This design comes from an exercise in tuning for small area on the open sky130 flow, not from production work.
RTL that was checked went through simulation tests only; none was proved equivalent to the original.
Power is estimated from default activity; no workload was simulated.

==> run a <==
==> flow/design.v <==
module crc_check(
input clk,
input rstn,
input start,
output done
);
reg [5:0] cnt;
wire low_zero = (cnt[4:0] == 5'd0);
wire fb = (cnt[5] ^ cnt[4]) & ~low_zero;
always @(posedge clk or negedge rstn)
if (~rstn)
    cnt <= 6'd0;
else if (start)
    cnt <= 6'b000011;
else
    cnt <= {cnt[4:0], fb};
assign done = cnt[5] & low_zero;
endmodule
module Protocol_analysis(
input sck,
input [40:0] pay_now,
input [40:0] pay_old,
input vld,
input crc_zero,
input rstn,
output [40:0] payload,
output pvld
);
reg ok;
reg second_r;
reg first_r;
reg pvld_r;
wire done;
always @(posedge sck)
if (vld)
    ok <= crc_zero & ~done;
always @(posedge sck) begin
    second_r <= vld;
    first_r  <= ~vld;
end
always @(posedge sck or negedge rstn)
if (!rstn)
    pvld_r <= 1'b0;
else
    pvld_r <= done & ok;
crc_check u_crc_check(
.clk(sck),
.rstn(rstn),
.start(vld),
.done(done)
);
assign payload = (pay_now & {41{second_r}}) | (pay_old & {41{first_r}});
assign pvld    = pvld_r;
endmodule
module Spi_to_pnb_trans(
output sdo
);
assign sdo = 1'b0;
endmodule
module Spi_to_pnb_rev(
input sck,
input cs,
input sdi,
output [40:0] pay_now,
output [40:0] pay_old,
output vld,
output crc_zero
);
reg [114:0] data_r;
reg [7:0]  crc_r;
reg [5:0]  tmr;
wire full = &tmr;
always @(posedge sck) begin
    data_r[114:8] <= data_r[113:7];
    if (cs) begin
        data_r[7:0] <= 8'b0;
        crc_r       <= 8'b0;
        tmr         <= 6'b111000;
    end else begin
        data_r[7:0] <= {data_r[6:0], sdi};
        crc_r       <= {crc_r[6:0], 1'b0}
                     ^ (crc_r[7]            ? 8'h07 : 8'h00)
                     ^ (data_r[7]           ? 8'h80 : 8'h00)
                     ^ ((data_r[64] & full) ? 8'h13 : 8'h00);
        tmr         <= {tmr[4:0], (tmr[5] ^ tmr[4]) | full};
    end
end
assign vld      = full && (data_r[80:65] == 16'h55ab) && (data_r[7:0] == 8'haa);
assign crc_zero = (crc_r == 8'd0);
assign pay_now  = data_r[57:17];
assign pay_old  = data_r[114:74];
endmodule
module Spi_to_pnb_top(
inter_fpga_comms_cs,
inter_fpga_comms_sdo,
inter_fpga_comms_sck,
rst_n,
inter_fpga_comms_sdi,
payload,
pvld
);
input inter_fpga_comms_cs, inter_fpga_comms_sdo, inter_fpga_comms_sck, rst_n;
output inter_fpga_comms_sdi;
output [40:0] payload;
output pvld;
wire [40:0] pay_now;
wire [40:0] pay_old;
wire vld;
wire crc_zero;
Spi_to_pnb_rev u_spi_to_pnb_rev(
    .sck(inter_fpga_comms_sck),
    .cs(inter_fpga_comms_cs),
    .sdi(inter_fpga_comms_sdo),
    .pay_now(pay_now),
    .pay_old(pay_old),
    .vld(vld),
    .crc_zero(crc_zero)
);
Spi_to_pnb_trans u_spi_to_pnb_trans(
    .sdo(inter_fpga_comms_sdi)
);
Protocol_analysis u_protocol_analysis(
    .sck(inter_fpga_comms_sck),
    .pay_now(pay_now),
    .pay_old(pay_old),
    .vld(vld),
    .crc_zero(crc_zero),
    .rstn(rst_n),
    .payload(payload),
    .pvld(pvld)
);
endmodule
==> flow/flow/run.sh <==
#!/bin/bash
# Standard ORFS layout (the standard.sh, unchanged synthesis) with:
#  - port buffers of the smallest buffer cell instead of the default pick,
#  - clock tree built from small clock buffers, without dummy load cells.
set -euo pipefail
cd "$(dirname "$0")/.."
export BUFFER_PORTS_ARGS="-buffer_cell sky130_fd_sc_hd__buf_1"
export CTS_ARGS="-sink_clustering_enable -repair_clock_nets -dont_use_dummy_load -sink_buffer_max_cap_derate 1.0 -buf_list {sky130_fd_sc_hd__clkbuf_1 sky130_fd_sc_hd__clkbuf_2 sky130_fd_sc_hd__clkbuf_4}"
bash standard.sh > flow_standard.log 2>&1
==> flow/standard.sh <==
#!/bin/bash
# synth_recipe.tcl (not shown) runs the flow's synth.tcl, then flattens the netlist and writes it again
# the make line also repeats each setting of config.mk as NAME=value (left out here)
make -C /OpenROAD-flow-scripts/flow DESIGN_CONFIG=/design/flow/config.mk WORK_HOME=/design/flow/orfs CLKGATE_MAP_FILE= SYNTH_SCRIPT=/design/flow/synth_recipe.tcl "${@:-finish}"
==> flow/config.mk <==
export PLATFORM = sky130hd
export DESIGN_NAME = Spi_to_pnb_top
export DESIGN_NICKNAME = Spi_to_pnb_top
export VERILOG_FILES = /design/flow/design.v
export SDC_FILE = /design/flow/constraint.sdc
export NUM_CORES = 4
export LEC_CHECK = 0
export ABC_AREA = 1
export CAP_MARGIN = 20
export CORE_MARGIN = 2
export CORE_UTILIZATION = 60
export SLEW_MARGIN = 20
==> flow/constraint.sdc <==
create_clock -name core_clock -period 10.0 [get_ports {inter_fpga_comms_sck}]
set_input_delay 2.0000 -clock core_clock [delete_from_list [all_inputs] [get_ports {inter_fpga_comms_sck}]]
set_output_delay 2.0000 -clock core_clock [all_outputs]
set_load 0.01 [all_outputs]
==> run b: changes against run a <==
--- a/flow/flow/run.sh
+++ b/flow/flow/run.sh
@@ -7,2 +7,3 @@
 export BUFFER_PORTS_ARGS="-buffer_cell sky130_fd_sc_hd__buf_1"
+export RECOVER_POWER=100
 export CTS_ARGS="-sink_clustering_enable -repair_clock_nets -dont_use_dummy_load -sink_buffer_max_cap_derate 1.0 -buf_list {sky130_fd_sc_hd__clkbuf_1 sky130_fd_sc_hd__clkbuf_2 sky130_fd_sc_hd__clkbuf_4}"
Settings changed: ABC_AREA 1 to unset.
==> run c: changes against run a <==
==> flow/design.v, changed modules only <==
module crc_check(
input clk,
input rstn,
input start,
input in,
output done,
output crc_ok,
output idle,
output restarted
);
localparam [7:0] R_INV = 8'b1010_1000;
reg  [7:0] rem_r;
wire [7:0] rem = rem_r ^ R_INV;
reg  [5:0] cnt;
wire low_zero = (cnt[4:0] == 5'd0);
wire fb = (cnt[5] ^ cnt[4]) & ~low_zero;
always @(posedge clk)
if (start)
    rem_r <= {7'b0, in} ^ R_INV;
else
    rem_r <= ({rem[6:0], in} ^ (rem[7] ? 8'h07 : 8'h00)) ^ R_INV;
always @(posedge clk or negedge rstn)
if (~rstn)
    cnt <= 6'd0;
else if (start)
    cnt <= 6'b000011;
else
    cnt <= {cnt[4:0], fb};
assign done      = cnt[5] & low_zero;
assign crc_ok    = (rem == 8'd0);
assign idle      = (cnt == 6'b000000);
assign restarted = (cnt == 6'b000011);
endmodule
module Protocol_analysis(
input sck,
input [40:0] pay_now_n,
input [40:0] pay_old_n,
input crc_bit,
input vld,
input rstn,
output [40:0] payload,
output pvld
);
reg live;
reg pvld_r;
wire done;
wire crc_ok;
wire idle;
wire restarted;
always @(posedge sck)
if (vld)
    live <= ~done;
always @(posedge sck or negedge rstn)
if (!rstn)
    pvld_r <= 1'b0;
else
    pvld_r <= done & live & crc_ok;
crc_check u_crc_check(
.clk(sck),
.rstn(rstn),
.start(vld),
.in(crc_bit),
.done(done),
.crc_ok(crc_ok),
.idle(idle),
.restarted(restarted)
);
assign payload = ~((pay_old_n | {41{restarted}}) & (pay_now_n | {41{idle}}));
assign pvld    = pvld_r;
endmodule
module Spi_to_pnb_rev(
input sck,
input cs,
input sdi,
output [40:0] pay_now_n,
output [40:0] pay_old_n,
output crc_bit,
output vld
);
localparam [114:0] S_INV = {{112{1'b1}}, 3'b001};
localparam [5:0]   T_INV = 6'b101010;
reg  [114:0] data_r;
reg  [5:0]   tmr_r;
wire [114:0] s = data_r ^ S_INV;
wire [5:0]   t = tmr_r ^ T_INV;
wire full = &t;
always @(posedge sck) begin
    data_r[114:4] <= data_r[113:3];
    data_r[2]     <= data_r[1];
    if (cs) begin
        data_r[3] <= S_INV[3];
        data_r[1] <= S_INV[1];
        data_r[0] <= S_INV[0];
        tmr_r     <= 6'b111110 ^ T_INV;
    end else begin
        data_r[3] <= s[2] ^ S_INV[3];
        data_r[1] <= s[0] ^ S_INV[1];
        data_r[0] <= sdi ^ S_INV[0];
        tmr_r     <= {t[4:0], (t[5] ^ t[4]) | full} ^ T_INV;
    end
end
assign vld     = full && (s[80:65] == 16'h55ab) && (s[7:0] == 8'haa);
assign crc_bit = s[64];
assign pay_now_n = data_r[57:17];
assign pay_old_n = data_r[114:74];
endmodule
module Spi_to_pnb_top(
inter_fpga_comms_cs,
inter_fpga_comms_sdo,
inter_fpga_comms_sck,
rst_n,
inter_fpga_comms_sdi,
payload,
pvld
);
input inter_fpga_comms_cs, inter_fpga_comms_sdo, inter_fpga_comms_sck, rst_n;
output inter_fpga_comms_sdi;
output [40:0] payload;
output pvld;
wire [40:0] pay_now_n;
wire [40:0] pay_old_n;
wire vld;
wire crc_bit;
Spi_to_pnb_rev u_spi_to_pnb_rev(
    .sck(inter_fpga_comms_sck),
    .cs(inter_fpga_comms_cs),
    .sdi(inter_fpga_comms_sdo),
    .pay_now_n(pay_now_n),
    .pay_old_n(pay_old_n),
    .crc_bit(crc_bit),
    .vld(vld)
);
Spi_to_pnb_trans u_spi_to_pnb_trans(
    .sdo(inter_fpga_comms_sdi)
);
Protocol_analysis u_protocol_analysis(
    .sck(inter_fpga_comms_sck),
    .pay_now_n(pay_now_n),
    .pay_old_n(pay_old_n),
    .crc_bit(crc_bit),
    .vld(vld),
    .rstn(rst_n),
    .payload(payload),
    .pvld(pvld)
);
endmodule
Settings changed: CORE_UTILIZATION 60 to 70.
==> out/qor.yml <==
global_routing:
  grtUsageMet2: 0.239
floorplanning:
  core_um2: 5920
outcome:
  violations: "max-capacitance violations, max-slew violations"
  outcome: "complete, but fails checks"
detailed_routing:
  drt_wl_total_um: 5350
sta:
  slew_violations: 42
  finalCritPeriodShare: 0.501
job:
  drv_cap: 1
finish:
  num-multi-input-gates: 102
pwr:
  powerSeq_uw: 557
logic_synthesis:
  synth_common_cells: "dfxtp_1, a22o_1, nor2b_1"
[end of results for run b]
==> out/qor.yml <==
job:
  drv_cap: 0
logic_synthesis:
  synth_common_cells: "dfxtp_1, nor2_1, a22o_1"
global_routing:
  grtUsageMet2: 0.255
outcome:
  outcome: "no timing/DRC/antenna violations"
pwr:
  powerSeq_uw: 559
sta:
  finalCritPeriodShare: 0.424
detailed_routing:
  drt_wl_total_um: 5380
[end of results for run a]
==> out/qor.yml <==
global_routing:
  grtUsageMet2: 0.331
logic_synthesis:
  yosysUniqueCellTypes: 26
  synth_common_cells: "dfxtp_1, nand2_1, inv_1"
job:
  drv_cap: 0
pwr:
  powerSeq_uw: 556
  p_sw_uw: 151
outcome:
  outcome: "no timing/DRC/antenna violations"
placement:
  numPortBuffers: 45
cts:
  cts_setup_buffers: 0
detailed_routing:
  drt_wl_total_um: 5490
finish:
  num-multi-input-gates: 160
floorplanning:
  core_um2: 5170
sta:
  slew_violations: 0
  grt_setup_unrepaired: "false"
[end of results for run c]
Only the layout flow was run in run a and run b; the RTL was not checked for function there.

-- re-timing with driven ports --
The flow's constraints put no driver on any port. The routed layouts listed below were extracted and timed again, unchanged, in two steps.
Step 1: set_driving_cell puts a clkbuf_16 on inter_fpga_comms_sck and a buf_2 on each other input, an assumption about the parent block.
Step 2 times the ports against the registers' clock, not the clock port: input delays grow and output delays shrink by t, the midpoint of the rising clock arrivals with the driver on.
Three values: ideal, step 1, step 2; two values: the first two.
run | t, ns | setup slack, ns | worst setup path after step 2 | latest minus earliest clock arrival (ns) | pins driven straight from the clock port
run a | 0.984 | 5.765 / 5.735 / 6.720 | register to output | 0.041 / 0.041 | 1
run b | 0.951 | 4.989 / 4.956 / 5.907 | register to output | 0.036 / 0.036 | 1
run c | 0.974 | 5.404 / 5.372 / 6.347 | register to output | 0.023 / 0.023 | 1
